This is an optimization exercise on Yosys and OpenROAD, whose aim is small area, not a production implementation.
Only simulation tests tie the RTL to the original design; equivalence was not proved.
No activity file was given, so power comes from the tool's default toggle rates.

--- run.sh ---
#!/bin/bash
# synth_recipe.tcl (not shown) runs the flow's synth.tcl, then flattens the netlist and writes it again
# the make line also repeats each setting of config.mk as NAME=value (left out here)
make -C /OpenROAD-flow-scripts/flow DESIGN_CONFIG=/design/flow/config.mk WORK_HOME=/design/flow/orfs CLKGATE_MAP_FILE= SYNTH_SCRIPT=/design/flow/synth_recipe.tcl finish
--- config.mk ---
export PLATFORM = sky130hd
export DESIGN_NAME = linked_list
export DESIGN_NICKNAME = linked_list
export VERILOG_FILES = /design/flow/design.v
export SDC_FILE = /design/flow/constraint.sdc
export NUM_CORES = 4
export LEC_CHECK = 0
export CAP_MARGIN = 20
export CORE_MARGIN = 2
export CORE_UTILIZATION = 30
export PLACE_DENSITY = 0.5
export SLEW_MARGIN = 20
--- constraint.sdc ---
create_clock -name core_clock -period 8.0 [get_ports {clk}]
set_input_delay 1.6000 -clock core_clock [delete_from_list [all_inputs] [get_ports {clk}]]
set_output_delay 1.6000 -clock core_clock [all_outputs]
set_load 0.01 [all_outputs]
--- design.v ---
`timescale 1ns / 1ps
module linked_list (
    input wire clk,
    input wire btnC,
    input [15:0] sw,
    output [3:0] an,
    output [6:0] seg,
    output reg [1:0] led
    );
    localparam [1:0] S_IDLE = 2'd0, S_PEND = 2'd1, S_SRCH = 2'd2, S_TRAV = 2'd3;
    wire [7:0] in_data = sw[7:0];
    wire [2:0] op = sw[15:13];
    reg [3:0] db_cnt;
    reg db_state;
    reg btnc_del;
    reg [2:0] op_prev;
    always @(posedge clk) begin
        if (btnC != db_state) begin
            db_cnt <= db_cnt + 1'b1;
            if (&db_cnt) begin
                db_state <= btnC;
                db_cnt <= 4'd0;
            end
        end else begin
            db_cnt <= 4'd0;
        end
        btnc_del <= db_state;
        op_prev <= op;
    end
    wire clr = db_state & ~btnc_del;
    wire op_new = (|(op & ~op_prev)) & op[2];
    reg [1:0] st;
    reg [1:0] opd;           
    reg [4:0] h;             
    reg [5:0] len;           
    reg [5:0] k;             
    reg [3:0] dc;            
    reg en;                  
    reg en_d;                
    reg [7:0] R [0:31];
    wire full = len[5];
    wire empty = (len == 6'd0);
    wire [4:0] addr = h + k[4:0];
    wire [5:0] k1 = k + 1'b1;
    wire [31:0] a_ge, h_ge, a_eq;
    genvar gi;
    generate
        for (gi = 0; gi < 32; gi = gi + 1) begin : g_dec
            assign a_ge[gi] = (gi >= addr);
            assign h_ge[gi] = (gi >= h);
            assign a_eq[gi] = (gi == addr);
        end
    endgenerate
    reg [7:0] rd;
    integer j;
    always @(*) begin
        rd = 8'd0;
        for (j = 0; j < 32; j = j + 1)
            rd = rd | (R[j] & {8{a_eq[j]}});
    end
    wire kend = (k == len);
    wire match = (rd == in_data);
    wire ins_go = (st == S_PEND) & ~opd[1] & ~full;
    wire del_go = (st == S_SRCH) & ~kend & match;
    wire wrap = (addr < h);
    wire [31:0] prefix = wrap ? (h_ge | ~a_ge) : (h_ge & ~a_ge);
    generate
        for (gi = 0; gi < 32; gi = gi + 1) begin : g_slot
            wire we = ins_go & a_eq[gi];
            wire sh = del_go & ~prefix[gi];
            wire hd = ~we & ~sh;
            always @(posedge clk)
                R[gi] <= ({8{we}} & in_data) | ({8{sh}} & R[(gi + 1) % 32]) | ({8{hd}} & R[gi]);
        end
    endgenerate
    always @(posedge clk) begin
        en_d <= en;
        if (dc == 4'd0 && en)
            k <= k1;
        if (clr) begin
            len <= 6'd0;
            led <= 2'b00;
            en <= 1'b0;
            dc <= 4'd0;
            st <= S_IDLE;
        end else begin
            case (st)
                S_IDLE: begin
                    if (op_new) begin
                        st <= S_PEND;
                        opd <= op[1:0];
                        case (op[1:0])
                            2'b01: k <= len;
                            2'b10: k <= 6'd0;
                            default: k <= 6'h3f;
                        endcase
                    end
                end
                S_PEND: begin
                    st <= S_IDLE;
                    case (opd)
                        2'b00, 2'b01: begin
                            if (full)
                                led[0] <= 1'b1;
                            else begin
                                led <= 2'b00;
                                len <= len + 1'b1;
                                if (~opd[0])
                                    h <= addr;
                            end
                        end
                        2'b10: begin
                            if (empty)
                                led[1] <= 1'b1;
                            else begin
                                led[1] <= 1'b0;
                                st <= S_SRCH;
                            end
                        end
                        2'b11: begin
                            dc <= 4'd0;
                            if (empty)
                                led[1] <= 1'b1;
                            else begin
                                led[1] <= 1'b0;
                                st <= S_TRAV;
                            end
                        end
                    endcase
                end
                S_SRCH: begin
                    if (kend)
                        st <= S_IDLE;
                    else if (match) begin
                        st <= S_IDLE;
                        led[0] <= 1'b0;
                        len <= len - 1'b1;
                    end else
                        k <= k1;
                end
                S_TRAV: begin
                    if (dc == 4'd10) begin
                        dc <= 4'd0;
                        if (k1 == len) begin
                            en <= 1'b0;
                            st <= S_IDLE;
                        end else
                            en <= 1'b1;
                    end else
                        dc <= dc + 1'b1;
                end
            endcase
        end
    end
    function [6:0] hex2seg(input [3:0] x);
        case (x)
            4'h0: hex2seg = 7'b1000000;
            4'h1: hex2seg = 7'b1111001;
            4'h2: hex2seg = 7'b0100100;
            4'h3: hex2seg = 7'b0110000;
            4'h4: hex2seg = 7'b0011001;
            4'h5: hex2seg = 7'b0010010;
            4'h6: hex2seg = 7'b0000010;
            4'h7: hex2seg = 7'b1111000;
            4'h8: hex2seg = 7'b0000000;
            4'h9: hex2seg = 7'b0010000;
            4'hA: hex2seg = 7'b0001000;
            4'hB: hex2seg = 7'b0000011;
            4'hC: hex2seg = 7'b1000110;
            4'hD: hex2seg = 7'b0100001;
            4'hE: hex2seg = 7'b0000110;
            default: hex2seg = 7'b0001110;
        endcase
    endfunction
    reg [2:0] ph;            
    reg c3;                  
    reg done;                
    reg [6:0] seg_r;
    wire [1:0] digit = ph[2:1];
    always @(posedge clk or posedge btnC) begin
        if (btnC) begin
            ph <= 3'd0;
            c3 <= 1'b0;
            done <= 1'b0;
            seg_r <= 7'b1111111;
        end else begin
            ph <= ph + 1'b1;
            if (ph == 3'd7)
                c3 <= 1'b1;
            if (c3 && ph == 3'd3)
                done <= 1'b1;
            if (ph[0]) begin
                if (!done) begin
                    case (digit)
                        2'd0: seg_r <= 7'b0000111;
                        2'd1: seg_r <= 7'b0010010;
                        2'd2: seg_r <= 7'b0101111;
                        default: seg_r <= 7'b0111111;
                    endcase
                end else if (digit[1] | ~en_d)
                    seg_r <= 7'b1111111;
                else
                    seg_r <= hex2seg(digit[0] ? rd[7:4] : rd[3:0]);
            end
        end
    end
    wire started = c3 | ph[2] | ph[1];
    wire [1:0] shown = digit - 1'b1;
    assign an = started ? ~(4'b0001 << shown) : 4'b1111;
    assign seg = seg_r;
endmodule
==> impl_metrics.json, run 1 <==
{
  "cts-root-buf": "clkbuf_16",
  "syn_nets": 1934,
  "p_leak_nw": 7.69,
  "combPwrFrac_pct": 53.8,
  "cp.arrival_ns": 7.12,
  "period_needed_ns": 6.68,
  "power.total_mw": 9.92,
  "multi_input_area_um2": 10100,
  "dieHeight_um": 242,
  "wl_um": 72500,
  "worstSetupStartpointType": "flip-flop",
  "hold_viol": 0,
  "drive_gt1_share_pct": 9.54,
  "grt.total_usage_pct": 24.1,
  "skew_ns": 0.0272,
  "dp_hpwl_um": 52300,
  "synthXorXnorAreaFrac_pct": 1.68,
  "drtIter0Drc": 1652,
  "core_area_um2": 56200,
  "yosysSeqAreaShare_pct": 36.9,
  "path_buf_inv": 2,
  "grt_antenna_before_repair": 1,
  "num-nets-final": 1917,
  "slew-limit-headroom_pct": 29.1,
  "synth_adder_area_share_pct": 2.99,
  "place_congestion": 1.01,
  "rows": 87,
  "ant_nets": 0,
  "clockPowerShare_pct": 17.9,
  "cts_buffers": 38,
  "cp_max_fo": 34,
  "synth_cells": 1888,
  "fin_crit_sh_pct": 83.5,
  "clkSlewWorstSetupHoldPaths_ns": 0.06,
  "clk_latency_ns": 0.57,
  "async_reset_ff_share_pct": 3.92,
  "grt_pass1_vias": 15400,
  "ir_drop_mv": 0.349,
  "cts_max_level": 2,
  "status": "no timing/DRC/antenna violations",
  "crit_type": "flip-flop to flip-flop",
  "slew_viol_final": 0,
  "sw_frac_of_total_pct": 50.6,
  "powerDensity_nw_per_um2": 513,
  "ys_types": 86,
  "seq_power_share_pct": 28.3,
  "synth_compound_area_share_pct": 32.0,
  "viasPerCell": 6.03,
  "syn_area_um2": 17000,
  "synthFlopType": "dfxtp_1",
  "drtPass1Iterations": 6,
  "muxShareOfSynthArea_pct": 3.53,
  "port_buffers": 25,
  "cap_violations": 0,
  "synth_edf_count": 8,
  "max_clock_freq_ghz": 0.150,
  "setup_viol": 0,
  "p_sw_mw": 5.02,
  "n_fill_cell": 5809,
  "area_growth_pct": 13.7,
  "wl_per_cell_um": 27.3,
  "start_util_pct": 30.3,
  "utilization_pct": 34.4,
  "cts.sinks": 306,
  "synth_top_family_by_area": "compound AO/OA/AOI/OAI gates",
  "fin_area_um2": 19300,
  "grt_max_degree": 51,
  "synth_area_per_cell_um2": 9.00,
  "post_cts_buffers": 0,
  "crit_path_end_kind": "flip-flop",
  "min_path_type": "flip-flop to flip-flop",
  "n_antenna_cell": 0,
  "tns_ns": 0,
  "synth_seq_cells": 306,
  "p_int_mw": 4.90,
  "regArea_um2": 6270,
  "clk_path_buf_depth": 3,
  "die_area_um2": 58600,
  "grt_pass1_wl_um": 106000,
  "die_w_um": 242,
  "cts_tree": "yes",
  "dpl_cell_area_um2": 18100,
  "vias": 16000,
  "yosys_warnings": 2,
  "post_cts_resized": 0,
  "slowest_stage": "nand2_1",
  "crit_family": "simple AND/OR/NAND/NOR gates",
  "drc": 0,
  "io_pins": 31,
  "rsz0062_at_grt": "no",
  "cpPeakStageDelay_ns": 0.72,
  "required_ns": 8.43,
  "overflow": 0,
  "crit_path_cell_trace": "ha_1 -> and3_1 -> or3_1 -> nand2_4 -> nand2_1 -> o22ai_1 -> a311oi_1 -> nand4_1 -> xnor2_1 -> nand4_1 -> buf_4 -> or2_1 -> buf_4 -> nor2_1 -> a221o_1",
  "worstMarginPinSlew_ns": 1.03,
  "mostFrequentLayoutCell": "dfxtp_1",
  "layout_common_cells": "dfxtp_1, a221o_1, and2_1",
  "synthSimpleGateAreaFrac_pct": 19.0,
  "hold_slack_ns": 0.378,
  "ctsHoldBuffers": 0,
  "reg2reg_slack_ns": 1.32
}
## cell type report
class / count / share of cell area (%)
sequential: 306 / 32.5
clock inverter: 10 / 0.718
clock buffer: 57 / 5.87
timing repair buffer: 71 / 3.08
tap: 756 / 4.89
multi-input combinational: 1421 / 52.3
inverter: 33 / 0.641
## cells by family after synthesis
family	count (synthesis)
AOI/OAI and AO/OA	685
and+or+nand+nor	609
DFF	306
buffers and inverters	161
muxes	54
adders and majority gates	43
xor gates and xnor gates	30
## path summary, 6_finish.rpt
check | end | cells past startpoint | from
max | R[31][1]$_DFF_P_ | 15 | h[2]$_DFFE_PP_
min | en_d$_DFF_P_ | 0 | en$_SDFFE_PP0P_
max reg2reg | R[31][1]$_DFF_P_ | 15 | h[2]$_DFFE_PP_
min reg2reg | en_d$_DFF_P_ | 0 | en$_SDFFE_PP0P_
max in group asynchronous | seg_r[4]$_DFFE_PP1P_ | 2 | btnC
min in group asynchronous | ph[0]$_DFF_PP0_ | 2 | btnC
## metal layers
layer	global-route usage [%]	part of all wire, %	vias to the layer above
met3	5.39	8.4	159
met2	37.8	45	721
met1	31.5	42	7880
met4	10.7	4.6	0
met5	0	0	-
li1	-	-	7233
## cell usage after synthesis (all sizes together) (65+ instances only)
master | number | share of area (%)
nand3 | 70 | 2.1
nand2 | 112 | 2.5
nor3 | 65 | 2.4
a21oi | 81 | 2.4
dfxtp | 286 | 34
a21o | 87 | 3.8
clkbuf | 91 | 2.0
nor2 | 133 | 3.2
and2 | 154 | 5.7
a22o | 87 | 4.5
o21ai | 74 | 2.2
a221o | 180 | 11
## registers in the layout, indices dropped and copies added, names as in the netlist
register,count
R,256
btnc_del,1
c3,1
db_cnt,4
db_state,1
dc,4
done,1
en,1
en_d,1
h,5
k,6
led,2
len,6
op_prev,3
opd,2
ph,3
seg_r,7
st,2
## power by group through the flow
stage	combinational [mW]	clock, mW	sequential, mW
4_1_cts	5.15	1.80	2.79
3_3_place_gp	5.08	0	2.82
5_1_grt	5.55	1.87	2.85
6_report	5.34	1.78	2.80
2_1_floorplan	3.47	0	2.41
3_5_place_dp	5.13	0	2.82
## through the flow
step / std cells / setup WS, ns
after detailed placement: 2587 / 1.52
after floorplan: 1888 / 3.36
final: 2654 / 1.32
after CTS: 2654 / 1.50
after global placement: 2587 / 1.53
after global routing: 2654 / 1.17
==> inputs of run 2 (changes only) <==
--- a/design.v
+++ b/design.v
@@ -42,13 +42,12 @@
     wire empty = (len == 6'd0);
     wire [4:0] addr = h + k[4:0];
     wire [5:0] k1 = k + 1'b1;
-    wire [31:0] a_ge, h_ge, a_eq;
+    wire [31:0] a_eq, h_eq;
     genvar gi;
     generate
         for (gi = 0; gi < 32; gi = gi + 1) begin : g_dec
-            assign a_ge[gi] = (gi >= addr);
-            assign h_ge[gi] = (gi >= h);
             assign a_eq[gi] = (gi == addr);
+            assign h_eq[gi] = (gi == h);
         end
     endgenerate
     reg [7:0] rd;
@@ -62,8 +61,15 @@
     wire match = (rd == in_data);
     wire ins_go = (st == S_PEND) & ~opd[1] & ~full;
     wire del_go = (st == S_SRCH) & ~kend & match;
-    wire wrap = (addr < h);
-    wire [31:0] prefix = wrap ? (h_ge | ~a_ge) : (h_ge & ~a_ge);
+    wire wrap = ({1'b0, h} + {1'b0, k[4:0]}) >> 5;
+    wire [32:0] pchain;
+    assign pchain[0] = wrap;
+    generate
+        for (gi = 0; gi < 32; gi = gi + 1) begin : g_pre
+            assign pchain[gi + 1] = (pchain[gi] | h_eq[gi]) & ~a_eq[gi];
+        end
+    endgenerate
+    wire [31:0] prefix = pchain[32:1];
     generate
         for (gi = 0; gi < 32; gi = gi + 1) begin : g_slot
             wire we = ins_go & a_eq[gi];
--- a/config.mk
+++ b/config.mk
@@ -5,8 +5,10 @@
 export SDC_FILE = /design/flow/constraint.sdc
 export NUM_CORES = 4
 export LEC_CHECK = 0
+export ABC_AREA = 1
 export CAP_MARGIN = 20
 export CORE_MARGIN = 2
 export CORE_UTILIZATION = 30
+export CTS_BUF_LIST = sky130_fd_sc_hd__clkbuf_4
 export PLACE_DENSITY = 0.5
 export SLEW_MARGIN = 20
==> run 2 against run 1 <==
Compared with the run above: count of clock-buffer cells in the layout rose by 78; fmax fell by 9.6%; non-clock buffer count fell by 14; power fell by 13%; cell count rose by 7.5%; die area fell by 7.4%; clock skew rose by 0.027 ns; critical endpoint is now R[30][6]$_DFF_P_; largest cell class unchanged.
==> impl_metrics.json, run 2 <==
{
  "status": "no timing/DRC/antenna violations",
  "setup_viol": 0,
  "grt_antenna_before_repair": 1,
  "p_leak_nw": 8.00,
  "crit_path_end_kind": "flip-flop",
  "rsz0062_at_grt": "no",
  "mostFrequentLayoutCell": "nand2_1",
  "powerDensity_nw_per_um2": 482,
  "critPathMostFrequentCell": "nand2_4",
  "combPwrFrac_pct": 49.9,
  "cts_buffers": 87,
  "grt.total_usage_pct": 20.3,
  "dieHeight_um": 233,
  "io_pins": 31,
  "cts.sinks": 306,
  "grt_max_degree": 60,
  "port_buffers": 25,
  "hold_viol": 0,
  "setup_slack_ns": 0.609,
  "rows": 83,
  "required_ns": 8.69,
  "die_area_um2": 54200,
  "place_congestion": 0.901,
  "reg.largest.list": "R (256), seg_r (7)",
  "skew_ns": 0.0543,
  "ctsHoldBuffers": 0,
  "ant_nets": 0,
  "slew_viol_final": 0,
  "ys_top_cells_by_area": "dfxtp_1, nand2_1, o221ai_1",
  "cp_max_fo": 10,
  "post-place-ws_ns": 0.619,
  "worstMarginPinSlew_ns": 1.19,
  "p_sw_mw": 4.16,
  "drtPass1Iterations": 6,
  "cts-root-buf": "clkbuf_4",
  "synth_seq_cells": 306,
  "utilization_pct": 34.9,
  "synth_edf_count": 8,
  "crit_family": "simple AND/OR/NAND/NOR gates",
  "netlist.area_leader.share_pct": 36.4,
  "start_util_pct": 30.5,
  "crit_type": "flip-flop to flip-flop",
  "clk_path_buf_depth": 3,
  "synthFlopType": "dfxtp_1",
  "die_w_um": 233,
  "top_register": "R",
  "power.total_mw": 8.66,
  "async_reset_ff_share_pct": 3.92,
  "tns_ns": 0,
  "path_buf_inv": 1,
  "cpPeakStageDelay_ns": 0.47,
  "max_clock_freq_ghz": 0.135,
  "wl_um": 54900,
  "ys_types": 55,
  "cts_max_level": 3,
  "hold_slack_ns": 0.425,
  "worstSetupStartpointType": "flip-flop",
  "synth_cells": 2011,
  "clk_latency_ns": 0.83,
  "syn_nets": 2056,
  "period_needed_ns": 7.39,
  "wl_per_cell_um": 19.2,
  "synth.largest_area_cell": "dfxtp_1",
  "cap_violations": 0,
  "synth.cells.most_frequent": "nand2_1, inv_1, dfxtp_1",
  "vias": 15300,
  "ir_drop_mv": 0.257,
  "clockPowerShare_pct": 17.9,
  "yosysSeqAreaShare_pct": 39.9,
  "grt_pass1_vias": 15000,
  "grt_pass1_wl_um": 85900,
  "slew-limit-headroom_pct": 18.4,
  "p_int_mw": 4.51,
  "num-nets-final": 2150,
  "viasPerCell": 5.37,
  "synth_most_common_cell": "nand2_1",
  "fin_crit_sh_pct": 92.4,
  "dp_hpwl_um": 39600,
  "yosys_warnings": 2,
  "drc": 0,
  "seq_power_share_pct": 32.2,
  "synth_area_per_cell_um2": 7.81,
  "core_area_um2": 51500,
  "layout_common_cells": "nand2_1, inv_1, dfxtp_1",
  "overflow": 0,
  "largest_register_ffs": 256,
  "cts_tree": "yes",
  "slowest_stage": "edfxtp_1",
  "drive_gt1_share_pct": 13.4,
  "clkSlewWorstSetupHoldPaths_ns": 0.06,
  "sw_frac_of_total_pct": 48.0,
  "post_cts_buffers": 0,
  "syn_area_um2": 15700,
  "min_path_type": "flip-flop to flip-flop",
  "area_growth_pct": 14.5,
  "drtIter0Drc": 1243,
  "cp.arrival_ns": 8.08
}
==> run 2: changes by cell type in the layout (fill, tap and decap cells not counted), sizes merged, moves of 87 or more <==
cell,before,now
a221o,180,0
a22o,87,0
and2,154,0
inv,32,301
nand2,112,527
o221ai,6,190
==> run 2: cells by family (layout without fill, tap and decap cells) <==
family          count (synthesis)  after routing  synth area share [%]
simple gates                  805            805                  24.1
compound gates                488            488                  23.3
buf+inv                       357            517                  8.90
flops                         306            306                  39.9
xor+xnor                       28             28                  1.56
fa+ha+maj                      27             27                  2.20
other cells                     0              1                     0
==> run 2: worst reg2reg max path: cells and delay by family (launching register included) <==
family / cells / cell delay (ns)
flip-flops: 1 / 0.47
adder cells (fa/ha/maj): 2 / 0.72
AO/OA/AOI/OAI: 1 / 0.25
AND/OR/NAND/NOR: 62 / 5.75
buffers and inverters: 1 / 0.07
==> run 2: layout make-up <==
| cell class | instances | area [um2] |
|---|---|---|
| tap | 680 | 851 |
| multi-input combinational | 1348 | 8060 |
| fill | 5576 | 33500 |
| clock inverter | 20 | 128 |
| sequential | 306 | 6280 |
| clock buffer | 135 | 1010 |
| antenna | 1 | 2.50 |
| timing repair buffer | 57 | 507 |
| inverter | 305 | 1140 |
==> run 2: worst paths after layout <==
kind / start / end / slack (ns) / cells after the start
worst min register to register: en$_SDFFE_PP0P_ / en_d$_DFF_P_ / 0.43 / 0
min in group asynchronous: btnC / ph[0]$_DFF_PP0_ / 1.19 / 2
worst max register to register: h[0]$_DFFE_PP_ / R[30][6]$_DFF_P_ / 0.61 / 66
worst min-delay path: en$_SDFFE_PP0P_ / en_d$_DFF_P_ / 0.43 / 0
worst max-delay path: h[0]$_DFFE_PP_ / R[30][6]$_DFF_P_ / 0.61 / 66
max in group asynchronous: btnC / seg_r[2]$_DFFE_PP1P_ / 6.44 / 2
==> run 2: power groups by stage <==
stage | sequential, mW | combinational, mW | clock [mW]
2_1_floorplan | 2.63 | 3.06 | 0
3_3_place_gp | 2.80 | 4.19 | 0
3_5_place_dp | 2.81 | 4.27 | 0
4_1_cts | 2.79 | 4.29 | 1.59
5_1_grt | 2.89 | 4.77 | 1.68
6_report | 2.79 | 4.32 | 1.55
==> run 2: timing repair <==
action                                 CTS  global route
endpoints found under the hold margin    0             0
setup endpoints to repair                0            13
resized for setup                        0             5
==> run 2: metal layers <==
layer  track usage [%]  vias up  part of all wire [%]
li1                  -     7355                     -
met1              26.9     7356                    46
met2              32.5      459                    46
met3              3.30      131                   5.0
met4              9.04        0                   3.7
met5                 0        -                     0
==> run 2: metrics by stage <==
| step | cells | instance area [um2] |
|---|---|---|
| 4_1_cts | 2851 | 18000 |
| 6_report | 2852 | 18000 |
| 5_1_grt | 2852 | 18000 |
| 3_5_place_dp | 2696 | 16800 |
| 2_1_floorplan | 2011 | 15700 |
| 3_3_place_gp | 2696 | 16800 |
==> inputs of run 3 (changes only) <==
--- a/config.mk
+++ b/config.mk
@@ -9,6 +9,5 @@
 export CAP_MARGIN = 20
 export CORE_MARGIN = 2
 export CORE_UTILIZATION = 30
-export CTS_BUF_LIST = sky130_fd_sc_hd__clkbuf_4
 export PLACE_DENSITY = 0.5
 export SLEW_MARGIN = 20
==> run 3 against run 2 <==
Compared with the run above: register-to-register slack barely moved; still clean; largest power group unchanged; hold slack lost 0.0019 ns; power is 1.8% higher; non-clock buffer count unchanged; synthesized cell count unchanged; routed wire length shrank 1.6%.
==> impl_metrics.json, run 3 <==
{
  "status": "no timing/DRC/antenna violations",
  "cts.sinks": 306,
  "reg2reg_slack_ns": 0.60,
  "wl_per_cell_um": 19.5,
  "synth_most_common_cell": "nand2_1",
  "grt_antenna_before_repair": 2,
  "cts_buffers": 37,
  "regArea_um2": 6280,
  "power.total_mw": 8.82,
  "required_ns": 8.38,
  "dp_cells": 2696,
  "gr-max-usage-layer": "met2",
  "dp_hpwl_um": 39600,
  "async_reset_ff_share_pct": 3.92,
  "fin_crit_sh_pct": 92.5,
  "dieHeight_um": 233,
  "synth.largest_area_cell": "dfxtp_1",
  "grt_pass1_wl_um": 84600,
  "combPwrFrac_pct": 48.9,
  "ys_types": 55,
  "io_pins": 31,
  "p_leak_nw": 7.91,
  "period_needed_ns": 7.40,
  "ctsHoldBuffers": 0,
  "grt.total_usage_pct": 19.9,
  "wl_um": 54000,
  "synth_seq_cells": 306,
  "largest_register_ffs": 256,
  "area_growth_pct": 14.9,
  "grt_use_met3_pct": 3.10,
  "skew_ns": 0.0123,
  "cp_max_fo": 19,
  "cp.arrival_ns": 7.78,
  "worstSetupStartpointType": "flip-flop",
  "mostFrequentLayoutCell": "nand2_1",
  "slowest_stage": "a2111oi_0",
  "p_sw_mw": 4.12,
  "hold_viol": 0,
  "crit_type": "flip-flop to flip-flop",
  "final_cells": 2764,
  "syn_nets": 2056,
  "post_cts_buffers": 0,
  "worstMarginPinSlew_ns": 1.37,
  "multi_input_area_um2": 8050,
  "layout_common_cells": "nand2_1, inv_1, dfxtp_1",
  "die_area_um2": 54200,
  "cts_tree": "yes",
  "p_int_mw": 4.69,
  "grt_max_degree": 60,
  "place_congestion": 0.901,
  "rows": 83,
  "core_area_um2": 51500,
  "reg.largest.list": "R (256), seg_r (7)",
  "drtIter0Drc": 1121,
  "netlist.area_leader.share_pct": 36.4,
  "drc": 0,
  "clkSlewWorstSetupHoldPaths_ns": 0.06,
  "ir_drop_mv": 0.262,
  "clk_path_buf_depth": 3,
  "max_clock_freq_ghz": 0.135,
  "grt_pass1_vias": 14600,
  "syn_area_um2": 15700,
  "slew_viol_final": 0,
  "seq_power_share_pct": 31.7,
  "slew-limit-headroom_pct": 6.62,
  "yosysSeqAreaShare_pct": 39.9,
  "tns_ns": 0,
  "synth_cells": 2011,
  "post-place-ws_ns": 0.619,
  "ant_nets": 0,
  "setup_viol": 0,
  "clockPowerShare_pct": 19.4,
  "synth.cells.most_frequent": "nand2_1, inv_1, dfxtp_1",
  "cts-root-buf": "clkbuf_16",
  "n_fill_cell": 5517,
  "drtPass1Iterations": 5,
  "synth_area_per_cell_um2": 7.81,
  "num-nets-final": 2100,
  "clk_latency_ns": 0.55,
  "powerDensity_nw_per_um2": 488,
  "overflow": 0,
  "met2_usage_pct": 31.6,
  "yosys_warnings": 2,
  "viasPerCell": 5.38,
  "crit_path_end_kind": "flip-flop",
  "synthFlopType": "dfxtp_1",
  "cts_max_level": 2,
  "start_util_pct": 30.5,
  "critPathMostFrequentCell": "nand2_1",
  "port_buffers": 25,
  "top_register": "R",
  "drive_gt1_share_pct": 10.1,
  "use_met1_pct": 26.5,
  "cpPeakStageDelay_ns": 0.85,
  "die_w_um": 233,
  "setup_slack_ns": 0.602,
  "min_path_type": "flip-flop to flip-flop",
  "synth_edf_count": 8,
  "cap_violations": 0,
  "vias": 14900,
  "ys_top_cells_by_area": "dfxtp_1, nand2_1, o221ai_1",
  "sw_frac_of_total_pct": 46.8,
  "rsz0062_at_grt": "no"
}
-- run 3: cell count changes in the layout (fill, tap and decap cells not counted), sizes merged --
cell	change
clkinv	-10
clkinvlp	+2
clkbuf	-84
bufinv	+1
diode	+1
inv	+2
-- run 3: area by class of cell --
cell class / instances / share of cell area, %
diodes: 2 / 0.0277
clock buffers: 51 / 5.81
clock inverters: 15 / 0.922
inverters: 305 / 6.34
multi-input cells: 1348 / 44.6
flip-flops and latches: 306 / 34.8
well taps: 680 / 4.71
repair buffers: 57 / 2.79
-- run 3: power by group through the flow --
stage	clock network, mW	registers, mW	logic (mW)
final	1.71	2.79	4.31
after global routing	1.82	2.89	4.77
after CTS	1.75	2.79	4.29
after detailed placement	0	2.81	4.27
after global placement	0	2.80	4.19
after floorplan	0	2.63	3.06
-- run 3: worst paths after layout --
check | startpoint | endpoint | depth (start not counted)
max reg2reg | h[0]$_DFFE_PP_ | len[3]$_SDFFE_PP0P_ | 30
max | h[0]$_DFFE_PP_ | len[3]$_SDFFE_PP0P_ | 30
min | en$_SDFFE_PP0P_ | en_d$_DFF_P_ | 0
max in group asynchronous | btnC | seg_r[5]$_DFFE_PP1P_ | 2
min reg2reg | en$_SDFFE_PP0P_ | en_d$_DFF_P_ | 0
min in group asynchronous | btnC | done$_DFFE_PP0P_ | 2
-- run 3: cells by family (layout without fill, tap and decap cells) --
group           Yosys count  in the layout  share of synthesized area (%)
xor+xnor                 28             28                           1.56
buf+inv                 357            428                           8.90
fa+ha+maj                27             27                           2.20
compound gates          488            488                           23.3
flops                   306            306                           39.9
simple gates            805            805                           24.1
other cells               0              2                              0
-- run 3: layer usage --
metal / up-vias / part of all wire (%)
met5: - / 0
met4: 0 / 4.4
met3: 118 / 4.9
met2: 431 / 45
met1: 7126 / 46
li1: 7207 / -
-- run 3: repair_timing --
item | in CTS | in global routing
hold endpoints to repair | 0 | 0
resized for setup | 0 | 2
endpoints found under the setup margin | 0 | 16
-- run 3: critical path, delay by kind of cell (launching register included) --
kind,cells,cell delay (ns)
xor+xnor,1,0.24
buf+inv,8,1.62
compound gates,7,2.35
simple gates,12,1.96
fa+ha+maj,2,0.61
flops,1,0.44
-- run 3: metrics by stage --
| stage | cell area (um2) | hold slack [ns] | util, % |
|---|---|---|---|
| finish | 18000 | 0.423 | 35.0 |
| global route | 18000 | 0.433 | 35.0 |
| CTS | 18000 | 0.417 | 35.0 |
| detailed placement | 16800 | 0.406 | 32.7 |
| global placement | 16800 | 0.406 | 32.6 |
| floorplan | 15700 | 0.351 | - |
==> inputs of run 4 (changes only) <==
==> flow/run.sh (new file) <==
#!/bin/bash
# The standard flow, except that ABC maps the logic with the area-oriented
# script flow/abc_area_min.script. Every Yosys step before ABC, and so every
# register, is the standard synthesis's.
set -euo pipefail
W=$(pwd)
sed "s|source \$::env(SCRIPTS_DIR)/synth.tcl|source $W/my_synth.tcl|" synth_recipe.tcl > my_synth_recipe.tcl
grep -q "my_synth.tcl" my_synth_recipe.tcl
sed "s|log_cmd abc {\*}\$abc_args|log_cmd abc -script $W/flow/abc_area_min.script {*}\$lib_args {*}\$lib_dont_use_args|" "$FLOW_HOME/scripts/synth.tcl" > my_synth.tcl
grep -q "abc_area_min" my_synth.tcl
sed "s|SYNTH_SCRIPT=[^ ]*|SYNTH_SCRIPT=$W/my_synth_recipe.tcl|" standard.sh > my_standard.sh
grep -q "my_synth_recipe" my_standard.sh
bash my_standard.sh > flow_make.log 2>&1
==> flow/abc_area_min.script (new file) <==
&get -n
&st
&dch
&nf -R 1000 -p
&st
&syn2
&dch
&nf -R 1000 -p
&st
&dch -f
&nf -R 1000 -p
&put
==> standard.sh (new file) <==
#!/bin/bash
# synth_recipe.tcl (not shown) runs the flow's synth.tcl, then flattens the netlist and writes it again
# the make line also repeats each setting of config.mk as NAME=value (left out here)
make -C /OpenROAD-flow-scripts/flow DESIGN_CONFIG=/design/flow/config.mk WORK_HOME=/design/flow/orfs CLKGATE_MAP_FILE= SYNTH_SCRIPT=/design/flow/synth_recipe.tcl "${@:-finish}"
--- a/config.mk
+++ b/config.mk
@@ -5,7 +5,6 @@
 export SDC_FILE = /design/flow/constraint.sdc
 export NUM_CORES = 4
 export LEC_CHECK = 0
-export ABC_AREA = 1
 export CAP_MARGIN = 20
 export CORE_MARGIN = 2
 export CORE_UTILIZATION = 30
removed: run.sh
==> run 4 against run 3 <==
Compared with the run above: critical endpoint is now R[31][5]$_DFF_P_; power down 8.4%; count of clock-buffer cells in the layout rose by 3; sequential share of layout area is 1.4 points higher; routed wire length up 24%; cell count down 7.4%; still clean; clock power about the same; via count is 2.2% higher; combinational power fell by 28%; global-route usage increased by 6.5 points.
==> impl_metrics.json, run 4 <==
{
  "crit_type": "flip-flop to flip-flop",
  "dp_cells": 2479,
  "slew-limit-headroom_pct": 20.5,
  "place_congestion": 1.04,
  "cpPeakStageDelay_ns": 0.38,
  "ys_types": 51,
  "syn_nets": 1808,
  "yosysSeqAreaShare_pct": 44.0,
  "path_buf_inv": 2,
  "min_path_type": "flip-flop to flip-flop",
  "start_util_pct": 30.5,
  "layout_common_cells": "nand2_1, dfxtp_1, a22oi_1",
  "dp_hpwl_um": 48300,
  "hold_viol": 0,
  "ctsHoldBuffers": 0,
  "crit_path_end_kind": "flip-flop",
  "n_fill_cell": 4869,
  "cts.sinks": 306,
  "cts-root-buf": "clkbuf_16",
  "synth.cells.most_frequent": "nand2_1, dfxtp_1, a22oi_1",
  "synth_cells": 1763,
  "vias": 15200,
  "setup_slack_ns": 0.293,
  "cap_violations": 0,
  "slowest_stage": "fa_2",
  "cp.arrival_ns": 8.13,
  "ant_nets": 0,
  "top_register": "R",
  "synth_seq_cells": 306,
  "cts_buffers": 37,
  "critPathMostFrequentCell": "nor2_1",
  "clkSlewWorstSetupHoldPaths_ns": 0.06,
  "io_pins": 31,
  "overflow": 0,
  "yosys_warnings": 2,
  "netlist.area_leader.share_pct": 40.1,
  "p_leak_nw": 7.31,
  "crit_family": "simple AND/OR/NAND/NOR gates",
  "synth_edf_count": 8,
  "status": "no timing/DRC/antenna violations",
  "drtIter0Drc": 2316,
  "dieHeight_um": 222,
  "clk_latency_ns": 0.56,
  "powerDensity_nw_per_um2": 466,
  "mostFrequentLayoutCell": "nand2_1",
  "setup_viol": 0,
  "num-nets-final": 1971,
  "viasPerCell": 5.94,
  "rows": 79,
  "grt_pass1_vias": 14000,
  "required_ns": 8.43,
  "cp_max_fo": 8,
  "max_clock_freq_ghz": 0.130,
  "wl_um": 66700,
  "slew_viol_final": 0,
  "synth.largest_area_cell": "dfxtp_1",
  "syn_area_um2": 14300,
  "area_growth_pct": 21.4,
  "min_path_cells": 0,
  "grt.total_usage_pct": 26.5,
  "multi_input_area_um2": 8010,
  "core_area_um2": 46800,
  "reg.largest.list": "R (256), seg_r (7)",
  "synth_most_common_cell": "nand2_1",
  "largest_register_ffs": 256,
  "rsz0062_at_grt": "yes",
  "final_cells": 2559,
  "drive_gt1_share_pct": 10.2,
  "synthFlopType": "dfxtp_1",
  "clk_path_buf_depth": 3,
  "worstSetupStartpointType": "flip-flop",
  "wl_per_cell_um": 26.1,
  "post-place-ws_ns": 0.169,
  "drtPass1Iterations": 8,
  "ir_drop_mv": 0.163,
  "skew_ns": 0.0210,
  "die_w_um": 222,
  "rr_worst_depth": 61,
  "power.total_mw": 8.07,
  "grt_antenna_before_repair": 0,
  "grt_max_degree": 34,
  "synth_area_per_cell_um2": 8.10,
  "grt_pass1_wl_um": 97100,
  "reg2reg_slack_ns": 0.29,
  "die_area_um2": 49300,
  "drc": 0,
  "cts_tree": "yes",
  "port_buffers": 25,
  "n_antenna_cell": 0,
  "regArea_um2": 6270,
  "worst-path-stages": 61,
  "period_needed_ns": 7.71,
  "ys_top_cells_by_area": "dfxtp_1, nand2_1, a22oi_1",
  "cts_max_level": 2,
  "fin_crit_sh_pct": 96.3,
  "async_reset_ff_share_pct": 3.92,
  "worstMarginPinSlew_ns": 1.18
}
==> run 4: worst reg2reg max path: cells and delay by family (launching register included) <==
family,cells,cell delay (ns)
AND/OR/NAND/NOR,28,3.81
AO/OA/AOI/OAI,28,2.54
adder cells (fa/ha/maj),2,0.58
flip-flops,1,0.35
buffers and inverters,2,0.20
XOR/XNOR,1,0.10
==> run 4: power breakdown <==
group	total, mW	switching [mW]	internal (mW)
Combinational	3.12	1.91	1.21
Sequential	3.23	1.02	2.21
Clock	1.73	0.693	1.03
Total	8.07	3.62	4.45
==> run 4: layout make-up <==
class	count	area share, %
well taps	607	4.38
flip-flops and latches	306	36.2
multi-input cells	1431	46.2
inverters	26	0.563
clock inverters	11	0.693
repair buffers	124	5.52
clock buffers	54	6.42
==> run 4: path summary, 6_finish.rpt <==
check                                     start                    to
min in group asynchronous                  btnC       ph[2]$_DFF_PP0_
worst max-delay path             h[0]$_DFFE_PP_      R[31][5]$_DFF_P_
max in group asynchronous                  btnC  seg_r[1]$_DFFE_PP1P_
worst min-delay path            en$_SDFFE_PP0P_          en_d$_DFF_P_
worst max register to register   h[0]$_DFFE_PP_      R[31][5]$_DFF_P_
worst min register to register  en$_SDFFE_PP0P_          en_d$_DFF_P_
==> run 4: metrics by stage <==
stage	cell area (um2)	util, %	TNS, ns	hold slack [ns]
final	17300	37.1	0	0.376
after global routing	17300	37.1	-5.49	0.397
after CTS	17100	36.6	0	0.380
after detailed placement	15900	34.0	0	0.377
after global placement	15900	34.0	0	0.373
after floorplan	14300	-	0	0.351
==> run 4: per-layer routing <==
metal | vias up | track usage [%] | part of all wire [%] | wire length [um]
met2 | 796 | 39.2 | 42 | 27900
met5 | - | 0 | 0 | 0
met3 | 196 | 5.05 | 9.8 | 6510
met4 | 0 | 15.5 | 6.6 | 4400
li1 | 6838 | - | - | -
met1 | 7383 | 35.8 | 42 | 27900
==> run 4: repair_timing <==
item | in CTS | in global routing
buffers inserted | 0 | 15
setup endpoints to repair | 0 | 56
resized for setup | 0 | 32
==> run 4: logic make-up (layout without fill, tap and decap cells) <==
| kind of cell | after synthesis | count (layout) | synth area share (%) |
|---|---|---|---|
| xor gates and xnor gates | 33 | 33 | 2.02 |
| DFF | 306 | 306 | 44.0 |
| muxes | 7 | 7 | 0.491 |
| AOI/OAI and AO/OA | 480 | 480 | 25.0 |
| buffers and inverters | 26 | 215 | 0.684 |
| and+or+nand+nor | 884 | 884 | 25.5 |
| adders and majority gates | 27 | 27 | 2.42 |
==> inputs of run 5 (changes only) <==
--- a/design.v
+++ b/design.v
@@ -32,22 +32,22 @@
     reg [1:0] st;
     reg [1:0] opd;           
     reg [4:0] h;             
-    reg [5:0] len;           
-    reg [5:0] k;             
+    reg [4:0] t;             
+    reg full;                
+    reg [4:0] p;             
     reg [3:0] dc;            
     reg en;                  
     reg en_d;                
+    reg [7:0] c;             
     reg [7:0] R [0:31];
-    wire full = len[5];
-    wire empty = (len == 6'd0);
-    wire [4:0] addr = h + k[4:0];
-    wire [5:0] k1 = k + 1'b1;
-    wire [31:0] a_eq, h_eq;
+    wire empty = (h == t) & ~full;
+    wire [4:0] addr = p;
+    wire [4:0] p1 = p + 1'b1;
+    wire [31:0] a_eq;
     genvar gi;
     generate
         for (gi = 0; gi < 32; gi = gi + 1) begin : g_dec
             assign a_eq[gi] = (gi == addr);
-            assign h_eq[gi] = (gi == h);
         end
     endgenerate
     reg [7:0] rd;
@@ -57,34 +57,26 @@
         for (j = 0; j < 32; j = j + 1)
             rd = rd | (R[j] & {8{a_eq[j]}});
     end
-    wire kend = (k == len);
+    wire kend = (p == t) & ~(full & dc[0]);
     wire match = (rd == in_data);
     wire ins_go = (st == S_PEND) & ~opd[1] & ~full;
-    wire del_go = (st == S_SRCH) & ~kend & match;
-    wire wrap = ({1'b0, h} + {1'b0, k[4:0]}) >> 5;
-    wire [32:0] pchain;
-    assign pchain[0] = wrap;
-    generate
-        for (gi = 0; gi < 32; gi = gi + 1) begin : g_pre
-            assign pchain[gi + 1] = (pchain[gi] | h_eq[gi]) & ~a_eq[gi];
-        end
-    endgenerate
-    wire [31:0] prefix = pchain[32:1];
+    wire srch = (st == S_SRCH);
+    wire [7:0] wbus = srch ? c : in_data;
     generate
         for (gi = 0; gi < 32; gi = gi + 1) begin : g_slot
-            wire we = ins_go & a_eq[gi];
-            wire sh = del_go & ~prefix[gi];
-            wire hd = ~we & ~sh;
             always @(posedge clk)
-                R[gi] <= ({8{we}} & in_data) | ({8{sh}} & R[(gi + 1) % 32]) | ({8{hd}} & R[gi]);
+                if ((ins_go | srch) & a_eq[gi])
+                    R[gi] <= wbus;
         end
     endgenerate
     always @(posedge clk) begin
         en_d <= en;
+        c <= rd;
         if (dc == 4'd0 && en)
-            k <= k1;
+            p <= p1;
         if (clr) begin
-            len <= 6'd0;
+            t <= h;
+            full <= 1'b0;
             led <= 2'b00;
             en <= 1'b0;
             dc <= 4'd0;
@@ -96,9 +88,9 @@
                         st <= S_PEND;
                         opd <= op[1:0];
                         case (op[1:0])
-                            2'b01: k <= len;
-                            2'b10: k <= 6'd0;
-                            default: k <= 6'h3f;
+                            2'b01: p <= t;
+                            2'b10: p <= h;
+                            default: p <= h - 1'b1;
                         endcase
                     end
                 end
@@ -110,12 +102,17 @@
                                 led[0] <= 1'b1;
                             else begin
                                 led <= 2'b00;
-                                len <= len + 1'b1;
-                                if (~opd[0])
-                                    h <= addr;
+                                if (~opd[0]) begin
+                                    h <= p;
+                                    full <= (p == t);
+                                end else begin
+                                    t <= p1;
+                                    full <= (p1 == h);
+                                end
                             end
                         end
                         2'b10: begin
+                            dc[0] <= 1'b1;
                             if (empty)
                                 led[1] <= 1'b1;
                             else begin
@@ -135,19 +132,24 @@
                     endcase
                 end
                 S_SRCH: begin
-                    if (kend)
+                    if (kend) begin
                         st <= S_IDLE;
-                    else if (match) begin
+                        h <= h + 1'b1;
+                        t <= p1;
+                    end else if (match) begin
                         st <= S_IDLE;
                         led[0] <= 1'b0;
-                        len <= len - 1'b1;
-                    end else
-                        k <= k1;
+                        h <= h + 1'b1;
+                        full <= 1'b0;
+                    end else begin
+                        p <= p1;
+                        dc[0] <= 1'b0;
+                    end
                 end
                 S_TRAV: begin
                     if (dc == 4'd10) begin
                         dc <= 4'd0;
-                        if (k1 == len) begin
+                        if (p1 == t && (en || !full)) begin
                             en <= 1'b0;
                             st <= S_IDLE;
                         end else
==> flow/run.sh (replaced) <==
#!/bin/bash
# The standard flow (standard.sh), with these changes:
#  - ABC maps the logic with the area-oriented script flow/abc_area_min.script
#    in place of ORFS's abc script; every Yosys step before ABC, and so every
#    register, is the standard synthesis's;
#  - clock tree synthesis uses clkbuf_8 buffers, sink clusters of at most 16
#    flip-flops and no dummy loads.
# Each tool's output is in orfs/logs/ (ORFS's own per-step logs) and make's in
# flow_make.log.
set -euo pipefail
W=$(pwd)
sed "s|source \$::env(SCRIPTS_DIR)/synth.tcl|source $W/my_synth.tcl|" synth_recipe.tcl > my_synth_recipe.tcl
grep -q "my_synth.tcl" my_synth_recipe.tcl
sed "s|^  log_cmd abc {\*}\$abc_args$|  log_cmd abc -script $W/flow/abc_area_min.script {*}\$lib_args {*}\$lib_dont_use_args|" "$FLOW_HOME/scripts/synth.tcl" > my_synth.tcl
grep -q "abc_area_min" my_synth.tcl
sed "s|SYNTH_SCRIPT=[^ ]*|SYNTH_SCRIPT=$W/my_synth_recipe.tcl|" standard.sh > my_standard.sh
grep -q "my_synth_recipe" my_standard.sh
export CTS_ARGS="-sink_clustering_enable -repair_clock_nets -dont_use_dummy_load -buf_list sky130_fd_sc_hd__clkbuf_8 -sink_clustering_size 16 -sink_clustering_max_diameter 60"
bash my_standard.sh > flow_make.log 2>&1
--- a/config.mk
+++ b/config.mk
@@ -7,6 +7,7 @@
 export LEC_CHECK = 0
 export CAP_MARGIN = 20
 export CORE_MARGIN = 2
-export CORE_UTILIZATION = 30
-export PLACE_DENSITY = 0.5
+export CORE_UTILIZATION = 50
+export GPL_TIMING_DRIVEN = 0
+export PLACE_DENSITY = 0.6
 export SLEW_MARGIN = 20
==> run 5 against run 4 <==
Compared with the run above: still clean; worst setup slack improved by 1.9 ns; non-clock buffer count fell by 77; die area fell by 46%; utilization rose by 19 points; critical path depth fell by 51; clock power fell by 55%; sequential power fell by 33%; largest cell class is now sequential cells; highest routed layer unchanged.
==> impl_metrics.json, run 5 <==
{
  "async_reset_ff_share_pct": 3.83,
  "core_area_um2": 25100,
  "drt-met1-wl_um": 13900,
  "ys_types": 45,
  "drc": 0,
  "grt_max_degree": 33,
  "cp.arrival_ns": 6.02,
  "port_buffers": 25,
  "yosys_warnings": 2,
  "largest_register_ffs": 256,
  "ctsHoldBuffers": 0,
  "powerDensity_nw_per_um2": 326,
  "post_cts_buffers": 0,
  "slowest_stage": "or2_0",
  "status": "no timing/DRC/antenna violations",
  "slew-limit-headroom_pct": 17.8,
  "slew_viol_final": 0,
  "fin_crit_sh_pct": 72.9,
  "synth_edf_count": 269,
  "num-nets-final": 996,
  "period_needed_ns": 5.83,
  "min_path_type": "flip-flop to flip-flop",
  "grt_pass1_wl_um": 53000,
  "synth_seq_cells": 313,
  "n_antenna_cell": 0,
  "detailroute.wirelength.met2_um": 17100,
  "die_area_um2": 26800,
  "mostFrequentLayoutCell": "edfxtp_1",
  "io_pins": 31,
  "crit_path_cell_trace": "or2_0 -> nor2_1 -> a221oi_1 -> nand3_1 -> or3_1 -> xor2_1 -> nor4_1 -> nand4_1 -> and3_1 -> nor3_1",
  "drtIter0Drc": 907,
  "ir_drop_mv": 0.174,
  "tns_ns": 0,
  "clkSlewWorstSetupHoldPaths_ns": 0.08,
  "start_util_pct": 50.9,
  "cpPeakStageDelay_ns": 0.91,
  "cts_buffers": 26,
  "worstMarginPinSlew_ns": 1.23,
  "synth_cells": 877,
  "cts-root-buf": "clkbuf_8",
  "path_buf_inv": 0,
  "ant_nets": 0,
  "n_fill_cell": 2027,
  "grt.total_usage_pct": 27.1,
  "reg.largest.list": "R (256), c (8), seg_r (7)",
  "crit_family": "simple AND/OR/NAND/NOR gates",
  "clk_latency_ns": 0.61,
  "synth_area_per_cell_um2": 14.6,
  "p_leak_nw": 4.48,
  "power.total_mw": 4.62,
  "top_register": "R",
  "synth.largest_area_cell": "edfxtp_1",
  "netlist.area_leader.share_pct": 63.2,
  "crit_type": "flip-flop to flip-flop",
  "rsz0062_at_grt": "no",
  "syn_nets": 921,
  "top_layer": "met4",
  "worstSetupStartpointType": "flip-flop",
  "vias": 8367,
  "rows": 58,
  "hold_viol": 0,
  "dieHeight_um": 164,
  "cp_max_fo": 28,
  "required_ns": 8.18,
  "utilization_pct": 56.5,
  "cts_max_level": 1,
  "drive_gt1_share_pct": 10.2,
  "viasPerCell": 6.54,
  "routed-wl-met3_um": 3190,
  "max_clock_freq_ghz": 0.171,
  "skew_ns": 0.0690,
  "grt_pass1_vias": 8320,
  "layout_common_cells": "edfxtp_1, nor2_1, a22oi_1",
  "syn_area_um2": 12800,
  "min_path_cells": 0,
  "grt_antenna_before_repair": 0,
  "rr_worst_depth": 10,
  "synthFlopType": "edfxtp_1",
  "area_growth_pct": 11.0,
  "place_congestion": 0.922,
  "cts_tree": "yes",
  "yosysSeqAreaShare_pct": 70.7,
  "crit_path_end_kind": "flip-flop",
  "synth.cells.most_frequent": "edfxtp_1, nor2_1, a22oi_1",
  "cap_violations": 0,
  "post_cts_resized": 0,
  "wl_per_cell_um": 27.9,
  "overflow": 0,
  "setup_viol": 0,
  "die_w_um": 164,
  "clk_path_buf_depth": 3,
  "dp_hpwl_um": 24500,
  "synth_most_common_cell": "edfxtp_1",
  "wl_um": 35700,
  "cts.sinks": 313,
  "ys_top_cells_by_area": "edfxtp_1, dfxtp_1, a22oi_1",
  "hold_slack_ns": 0.380,
  "drtPass1Iterations": 6,
  "worst-path-stages": 10
}
## run 5: cell types whose count changed after synthesis, moves of 14 or more
cell / previous run / this run
edfxtp_1: 8 / 269
dfxtp_1: 286 / 32
mux2i_1: 7 / 25
mux2_1: 0 / 14
nand2_1: 583 / 42
a22oi_1: 283 / 54
a222oi_1: 43 / 12
a21oi_1: 44 / 30
nand3_1: 34 / 12
nor2_1: 149 / 65
## run 5: final cells by class
class,instances,area (um2),area share [%]
clock buffers,26,358,2.52
flip-flops and latches,313,9030,63.7
repair buffers,47,470,3.32
multi-input cells,533,3790,26.7
well taps,330,413,2.91
inverters,31,116,0.821
## run 5: stage by stage
stage,instance area (um2),instances,setup WS [ns]
6_report,14200,1280,2.17
5_1_grt,14200,1280,2.00
4_1_cts,14200,1280,2.29
3_5_place_dp,13800,1254,2.30
3_3_place_gp,13400,1232,1.72
2_1_floorplan,12800,877,3.99
## run 5: cells by family after synthesis
kind of cell | after synthesis | synth area share [%]
flip-flops | 313 | 70.7
AND/OR/NAND/NOR | 233 | 8.83
AO/OA/AOI/OAI | 202 | 11.6
multiplexers | 39 | 3.19
XOR/XNOR | 33 | 2.26
buffers and inverters | 31 | 0.911
adder cells (fa/ha/maj) | 26 | 2.55
## run 5: worst paths after layout
check,start,to,slack [ns]
setup reg to reg,p[2]$_DFF_P_,h[0]$_DFFE_PP_,2.17
setup / recovery,p[2]$_DFF_P_,h[0]$_DFFE_PP_,2.17
max in group asynchronous,btnC,seg_r[3]$_DFFE_PP1P_,6.39
hold reg to reg,en$_SDFFE_PP0P_,en_d$_DFF_P_,0.38
hold / removal,en$_SDFFE_PP0P_,en_d$_DFF_P_,0.38
min in group asynchronous,btnC,ph[1]$_DFF_PP0_,1.34
## run 5: routing by layer
layer,global-route usage [%],vias to the layer above
met5,0,-
met4,11.5,0
met3,5.53,82
met2,44.4,432
met1,35.4,4222
li1,-,3631
## run 5: power by group
group / leakage, nW / internal [mW] / total, mW / switching, mW
sequential: 2.82 / 2.03 / 2.17 / 0.140
combinational: 1.47 / 0.526 / 1.66 / 1.14
clock: 0.187 / 0.290 / 0.784 / 0.494
total: 4.48 / 2.84 / 4.62 / 1.77
## run 5: worst reg2reg max path, cell delays in order (launching register included)
cell	delay [ns]
dfxtp_2	0.80
or2_0	0.92
nor2_1	0.54
a221oi_1	0.74
nand3_1	0.25
or3_1	0.45
xor2_1	0.18
nor4_1	0.27
nand4_1	0.23
and3_1	0.33
nor3_1	0.74
==> inputs of run 6 (changes only) <==
==> flow/run.sh (replaced) <==
#!/bin/bash
# The standard flow (standard.sh), with these changes:
#  - ABC maps the logic with the area-oriented script flow/abc_area_min.script
#    in place of ORFS's abc script, and adders are left to ABC too (no
#    ADDER_MAP_FILE); every Yosys step that maps registers is the standard
#    synthesis's, so the registers are the same;
#  - the port buffers are buf_1 cells;
#  - clock tree synthesis uses clkbuf_4 buffers, sink clusters of at most 12
#    flip-flops and no dummy loads.
# Each tool's output is in orfs/logs/ (ORFS's own per-step logs) and make's in
# flow_make.log.
set -euo pipefail
W=$(pwd)
sed "s|source \$::env(SCRIPTS_DIR)/synth.tcl|source $W/my_synth.tcl|" synth_recipe.tcl > my_synth_recipe.tcl
grep -q "my_synth.tcl" my_synth_recipe.tcl
sed "s|^  log_cmd abc {\*}\$abc_args$|  log_cmd abc -script $W/flow/abc_area_min.script {*}\$lib_args {*}\$lib_dont_use_args|" "$FLOW_HOME/scripts/synth.tcl" > my_synth.tcl
grep -q "abc_area_min" my_synth.tcl
sed "s|SYNTH_SCRIPT=[^ ]*|SYNTH_SCRIPT=$W/my_synth_recipe.tcl ADDER_MAP_FILE=|" standard.sh > my_standard.sh
grep -q "my_synth_recipe" my_standard.sh
export BUFFER_PORTS_ARGS="-buffer_cell sky130_fd_sc_hd__buf_1"
export CTS_ARGS="-sink_clustering_enable -repair_clock_nets -dont_use_dummy_load -buf_list sky130_fd_sc_hd__clkbuf_4 -sink_clustering_size 9 -sink_clustering_max_diameter 40"
bash my_standard.sh > flow_make.log 2>&1
==> run 6 against run 5 <==
Compared with the run above: sequential cell count stayed put; clock power fell by 3%; routed wire length decreased by 16%; critical path type unchanged; largest power group unchanged.
==> impl_metrics.json, run 6 <==
{
  "grt.total_usage_pct": 23.3,
  "viasPerCell": 6.28,
  "worstSetupStartpointType": "flip-flop",
  "cts.sinks": 313,
  "largest_register_ffs": 256,
  "start_util_pct": 51.0,
  "grt_max_degree": 33,
  "min_path_type": "flip-flop to flip-flop",
  "overflow": 0,
  "synth_area_per_cell_um2": 14.3,
  "num-nets-final": 973,
  "grt_antenna_before_repair": 1,
  "slew_viol_final": 0,
  "grt_pass1_vias": 8024,
  "netlist.area_leader.share_pct": 65.0,
  "port_buffers": 25,
  "ir_drop_mv": 0.142,
  "synth_most_common_cell": "edfxtp_1",
  "cap_violations": 0,
  "synth.largest_area_cell": "edfxtp_1",
  "yosysSeqAreaShare_pct": 72.6,
  "cp_max_fo": 22,
  "slew-limit-headroom_pct": 25.1,
  "async_reset_ff_share_pct": 3.83,
  "synth_seq_cells": 313,
  "utilization_pct": 56.1,
  "clkSlewWorstSetupHoldPaths_ns": 0.07,
  "vias": 8022,
  "period_needed_ns": 5.30,
  "drtPass1Iterations": 7,
  "post_cts_resized": 0,
  "rsz0062_at_grt": "no",
  "max_clock_freq_ghz": 0.189,
  "yosys_warnings": 2,
  "cts_buffers": 47,
  "crit_type": "flip-flop to flip-flop",
  "cts-root-buf": "clkbuf_4",
  "syn_area_um2": 12400,
  "cp.arrival_ns": 5.58,
  "rows": 57,
  "cts_tree": "yes",
  "skew_ns": 0.0733,
  "die_area_um2": 26100,
  "synthFlopType": "edfxtp_1",
  "ctsHoldBuffers": 0,
  "p_leak_nw": 4.17,
  "reg.largest.list": "R (256), c (8), seg_r (7)",
  "clk_latency_ns": 0.69,
  "crit_path_end_kind": "flip-flop",
  "cts_max_level": 2,
  "layout_common_cells": "edfxtp_1, nor2_1, a22oi_1",
  "synth_cells": 871,
  "top_register": "R",
  "hold_viol": 0,
  "drive_gt1_share_pct": 10.6,
  "dp_hpwl_um": 20900,
  "synth_edf_count": 269,
  "ys_top_cells_by_area": "edfxtp_1, dfxtp_1, a22oi_1",
  "post_cts_buffers": 0,
  "area_growth_pct": 10.0,
  "syn_nets": 889,
  "io_pins": 31,
  "wl_um": 29800,
  "status": "no timing/DRC/antenna violations",
  "worstMarginPinSlew_ns": 1.11,
  "synth.cells.most_frequent": "edfxtp_1, nor2_1, a22oi_1",
  "required_ns": 8.28,
  "die_w_um": 162,
  "setup_viol": 0,
  "powerDensity_nw_per_um2": 326,
  "dieHeight_um": 162,
  "grt_pass1_wl_um": 46000,
  "ys_types": 47,
  "drtIter0Drc": 808,
  "ant_nets": 0,
  "fin_crit_sh_pct": 66.3,
  "core_area_um2": 24400,
  "clk_path_buf_depth": 3,
  "mostFrequentLayoutCell": "edfxtp_1",
  "wl_per_cell_um": 23.4,
  "place_congestion": 0.879,
  "drc": 0,
  "tns_ns": 0
}
[run 6: logic make-up after synthesis]
logic type / synth area share, %
AOI/OAI and AO/OA: 13.3
xor gates and xnor gates: 1.97
buffers and inverters: 0.694
DFF: 72.6
muxes: 0.403
and+or+nand+nor: 11.0
[run 6: where the power goes]
group          leakage [nW]  switching [mW]  internal (mW)
clock                 0.216           0.495          0.269
combinational          1.14            1.01          0.450
sequential             2.82           0.146           2.08
[run 6: cell type report]
class / instances / area [um2]
timing repair buffer: 35 / 282
tap: 324 / 405
fill: 2010 / 10700
multi-input combinational: 535 / 3520
sequential: 313 / 9030
antenna: 1 / 2.50
clock buffer: 47 / 353
inverter: 23 / 86.3
[run 6: routing by layer]
layer / track usage, % / up-vias / wire length, um
met2: 38.7 / 304 / 14300
met4: 9.13 / 0 / 1120
met5: 0 / - / 0
li1: - / 3648 / -
met1: 30.9 / 3984 / 12500
met3: 4.03 / 86 / 1960
[run 6: critical path, stage by stage, from the launching register on]
cell and delay [ns]:
dfxtp_1 0.97, nand2b_1 0.43, nor2_1 0.27, a22o_1 0.29, a221oi_1 0.52, nand4_1 0.33, nor3_1 0.62, xor2_1 0.19
nand4_1 0.13, o21bai_1 0.21, nor2_1 0.19, a2111oi_2 0.78
[run 6: path summary, 6_finish.rpt]
kind | from | to | slack (ns) | cells after the start
setup / recovery | p[0]$_DFF_P_ | h[0]$_DFFE_PP_ | 2.70 | 11
hold / removal | en$_SDFFE_PP0P_ | en_d$_DFF_P_ | 0.38 | 0
setup reg to reg | p[0]$_DFF_P_ | h[0]$_DFFE_PP_ | 2.70 | 11
hold reg to reg | en$_SDFFE_PP0P_ | en_d$_DFF_P_ | 0.38 | 0
max in group asynchronous | btnC | seg_r[1]$_DFFE_PP1P_ | 6.72 | 2
min in group asynchronous | btnC | ph[0]$_DFF_PP0_ | 1.01 | 2
[run 6: metrics by stage]
stage                     hold WS [ns]  power [mW]  setup WS [ns]  area (um2)  cells
after floorplan                  0.355        3.08           3.97       12400    871
after global placement           0.371        3.52           2.22       12900   1220
after detailed placement         0.370        3.70           2.73       13300   1230
after CTS                        0.379        4.46           2.71       13600   1277
after global routing             0.387        4.69           2.36       13700   1278
final                            0.378        4.45           2.70       13700   1278
==> inputs of run 7 (changes only) <==
--- a/flow/run.sh
+++ b/flow/run.sh
@@ -18,5 +18,5 @@
 sed "s|SYNTH_SCRIPT=[^ ]*|SYNTH_SCRIPT=$W/my_synth_recipe.tcl ADDER_MAP_FILE=|" standard.sh > my_standard.sh
 grep -q "my_synth_recipe" my_standard.sh
 export BUFFER_PORTS_ARGS="-buffer_cell sky130_fd_sc_hd__buf_1"
-export CTS_ARGS="-sink_clustering_enable -repair_clock_nets -dont_use_dummy_load -buf_list sky130_fd_sc_hd__clkbuf_4 -sink_clustering_size 9 -sink_clustering_max_diameter 40"
+export CTS_ARGS="-sink_clustering_enable -repair_clock_nets -dont_use_dummy_load -buf_list sky130_fd_sc_hd__clkbuf_8 -sink_clustering_size 20 -sink_clustering_max_diameter 60"
 bash my_standard.sh > flow_make.log 2>&1
--- a/config.mk
+++ b/config.mk
@@ -5,9 +5,9 @@
 export SDC_FILE = /design/flow/constraint.sdc
 export NUM_CORES = 4
 export LEC_CHECK = 0
-export CAP_MARGIN = 20
+export CAP_MARGIN = 5
 export CORE_MARGIN = 2
 export CORE_UTILIZATION = 50
 export GPL_TIMING_DRIVEN = 0
 export PLACE_DENSITY = 0.6
-export SLEW_MARGIN = 20
+export SLEW_MARGIN = 5
==> run 7 against run 6 <==
Compared with the run above: still clean; sequential cell count is the same; die area is the same; sequential share of layout area grew 0.78 points; global-route usage shrank 0.24 points; critical path type unchanged; critical endpoint is now h[3]$_DFFE_PP_; largest power group unchanged.
==> impl_metrics.json, run 7 <==
{
  "status": "no timing/DRC/antenna violations",
  "port_buffers": 25,
  "slew-limit-headroom_pct": 11.4,
  "synth_edf_count": 269,
  "grt_max_degree": 33,
  "place_congestion": 0.879,
  "worstSetupStartpointType": "flip-flop",
  "p_leak_nw": 4.10,
  "synth_cells": 871,
  "ant_nets": 0,
  "clk_latency_ns": 0.59,
  "synth_most_common_cell": "edfxtp_1",
  "cpPeakStageDelay_ns": 0.94,
  "num-nets-final": 954,
  "io_pins": 31,
  "tns_ns": 0,
  "syn_nets": 889,
  "yosysSeqAreaShare_pct": 72.6,
  "synth.largest_area_cell": "edfxtp_1",
  "core_area_um2": 24400,
  "slowest_stage": "dfxtp_1",
  "die_w_um": 162,
  "vias": 7920,
  "netlist.area_leader.share_pct": 65.0,
  "path_buf_inv": 1,
  "rsz0062_at_grt": "no",
  "wl_per_cell_um": 23.5,
  "cts_buffers": 26,
  "max_clock_freq_ghz": 0.185,
  "gr-max-usage-layer": "met2",
  "n_antenna_cell": 0,
  "powerDensity_nw_per_um2": 324,
  "ys_top_cells_by_area": "edfxtp_1, dfxtp_1, a22oi_1",
  "crit_path_cell_trace": "nand2b_1 -> nor2_1 -> a22o_1 -> a221oi_1 -> nand4_1 -> nor3_1 -> xor2_1 -> nand4_1 -> o21bai_1 -> nor2_1 -> a2111oi_1 -> buf_2",
  "viasPerCell": 6.30,
  "grt.total_usage_pct": 23.0,
  "ctsHoldBuffers": 0,
  "cts_max_level": 1,
  "cts_tree": "yes",
  "n_fill_cell": 1998,
  "cts.sinks": 313,
  "cts-root-buf": "clkbuf_8",
  "ys_types": 47,
  "largest_register_ffs": 256,
  "drtPass1Iterations": 6,
  "multi_input_area_um2": 3420,
  "post_cts_resized": 0,
  "dp_cells": 1229,
  "grt_pass1_wl_um": 46100,
  "cp.arrival_ns": 5.63,
  "cp_max_fo": 22,
  "post_cts_buffers": 0,
  "ir_drop_mv": 0.152,
  "grt_pass1_vias": 7937,
  "slew_viol_final": 0,
  "yosys_warnings": 2,
  "die_area_um2": 26100,
  "drc": 0,
  "synth_area_per_cell_um2": 14.3,
  "dp_hpwl_um": 20600,
  "top_register": "R",
  "use_met1_pct": 31.2,
  "wl_um": 29600,
  "met2_usage_pct": 39.4,
  "grt_antenna_before_repair": 0,
  "rows": 57,
  "reg.largest.list": "R (256), c (8), seg_r (7)",
  "layout_common_cells": "edfxtp_1, nor2_1, a22oi_1",
  "regArea_um2": 9030,
  "final_cells": 1258,
  "grt_use_met3_pct": 3.29,
  "overflow": 0,
  "crit_type": "flip-flop to flip-flop",
  "skew_ns": 0.0660,
  "min_path_type": "flip-flop to flip-flop",
  "dieHeight_um": 162,
  "setup_viol": 0,
  "synth_seq_cells": 313,
  "async_reset_ff_share_pct": 3.83,
  "required_ns": 8.24,
  "clkSlewWorstSetupHoldPaths_ns": 0.09,
  "synthFlopType": "edfxtp_1",
  "area_growth_pct": 8.74,
  "drive_gt1_share_pct": 6.96,
  "synth.cells.most_frequent": "edfxtp_1, nor2_1, a22oi_1",
  "hold_viol": 0,
  "fin_crit_sh_pct": 67.4,
  "start_util_pct": 51.0,
  "crit_path_end_kind": "flip-flop",
  "crit_family": "simple AND/OR/NAND/NOR gates",
  "worstMarginPinSlew_ns": 1.32,
  "period_needed_ns": 5.39,
  "mostFrequentLayoutCell": "edfxtp_1",
  "clk_path_buf_depth": 3,
  "cap_violations": 0,
  "drtIter0Drc": 907,
  "syn_area_um2": 12400
}
run 7: cell count changes in the layout (fill, tap and decap cells not counted), sizes merged:
cell    before  now
clkbuf      47   28
diode        1    0
run 7: layout make-up:
type	instances	area share (%)
Sequential cell	313	66.8
Multi-Input combinational cell	535	25.3
Tap cell	324	3.00
Clock buffer	26	2.65
Timing Repair Buffer	37	1.60
Inverter	23	0.639
run 7: path summary, 6_finish.rpt:
kind                                      start                   end  slack (ns)  depth (start not counted)
worst min register to register  en$_SDFFE_PP0P_          en_d$_DFF_P_        0.37                          0
min in group asynchronous                  btnC       ph[1]$_DFF_PP0_        1.07                          2
max in group asynchronous                  btnC  seg_r[3]$_DFFE_PP1P_        6.66                          2
worst max register to register     p[0]$_DFF_P_        h[3]$_DFFE_PP_        2.61                         12
worst min-delay path            en$_SDFFE_PP0P_          en_d$_DFF_P_        0.37                          0
worst max-delay path               p[0]$_DFF_P_        h[3]$_DFFE_PP_        2.61                         12
run 7: power by group:
group / leakage (nW) / internal (mW) / switching (mW)
sequential: 2.82 / 2.08 / 0.143
combinational: 1.10 / 0.402 / 0.984
clock: 0.187 / 0.290 / 0.476
run 7: metrics by stage:
stage,cell area [um2],hold WS (ns),setup WS (ns),util (%),power [mW]
global placement,12900,0.371,2.22,53.0,3.52
CTS,13500,0.380,2.74,55.3,4.37
finish,13500,0.374,2.61,55.4,4.38
detailed placement,13100,0.372,2.80,53.8,3.62
floorplan,12400,0.355,3.97,-,3.08
global route,13500,0.390,2.31,55.4,4.60
run 7: kinds of logic (layout without fill, tap and decap cells):
logic type	Yosys count	count (layout)	share of synthesized area (%)
AND/OR/NAND/NOR	279	279	11.0
flip-flops	313	313	72.6
AO/OA/AOI/OAI	223	223	13.3
buffers and inverters	23	86	0.694
XOR/XNOR	28	28	1.97
multiplexers	5	5	0.403
run 7: routing by layer:
metal / routed length [um] / vias up
met2: 14500 / 241
met4: 850 / 0
li1: - / 3598
met3: 1570 / 53
met5: 0 / -
met1: 12700 / 4028

==> what the ideal ports hide <==
The flow's constraints put no driver on any port. The routed layouts listed below were extracted and timed again, unchanged, in two steps.
Step 1 sets driving cells, clkbuf_16 on the clock port and buf_2 on the other inputs (assumed; they add their load-dependent delay and slew).
Step 2, shift: input delay + t, output delay - t, t = (earliest + latest rising clock arrival at the registers) / 2. This alone moves slack from input paths to output paths.
Three values: ideal, step 1, step 2; two values: the first two.
| run | shift t [ns] | setup WS [ns] | slew at the worst register clock pin (ns) | cell pins on the clock port's net |
|---|---|---|---|---|
| run 1 | 0.615 | 1.316 / 1.316 / 1.316 | 0.06 / 0.06 | 1 |
| run 2 | 0.851 | 0.609 / 0.609 / 0.609 | 0.07 / 0.07 | 1 |
| run 3 | 0.601 | 0.602 / 0.602 / 0.602 | 0.06 / 0.06 | 1 |
| run 4 | 0.603 | 0.293 / 0.293 / 0.293 | 0.06 / 0.06 | 1 |
| run 5 | 0.615 | 2.168 / 2.168 / 2.168 | 0.10 / 0.10 | 1 |
| run 6 | 0.693 | 2.695 / 2.695 / 2.695 | 0.11 / 0.11 | 1 |
| run 7 | 0.597 | 2.609 / 2.609 / 2.609 | 0.12 / 0.12 | 1 |
After both steps every run listed still meets setup and hold.
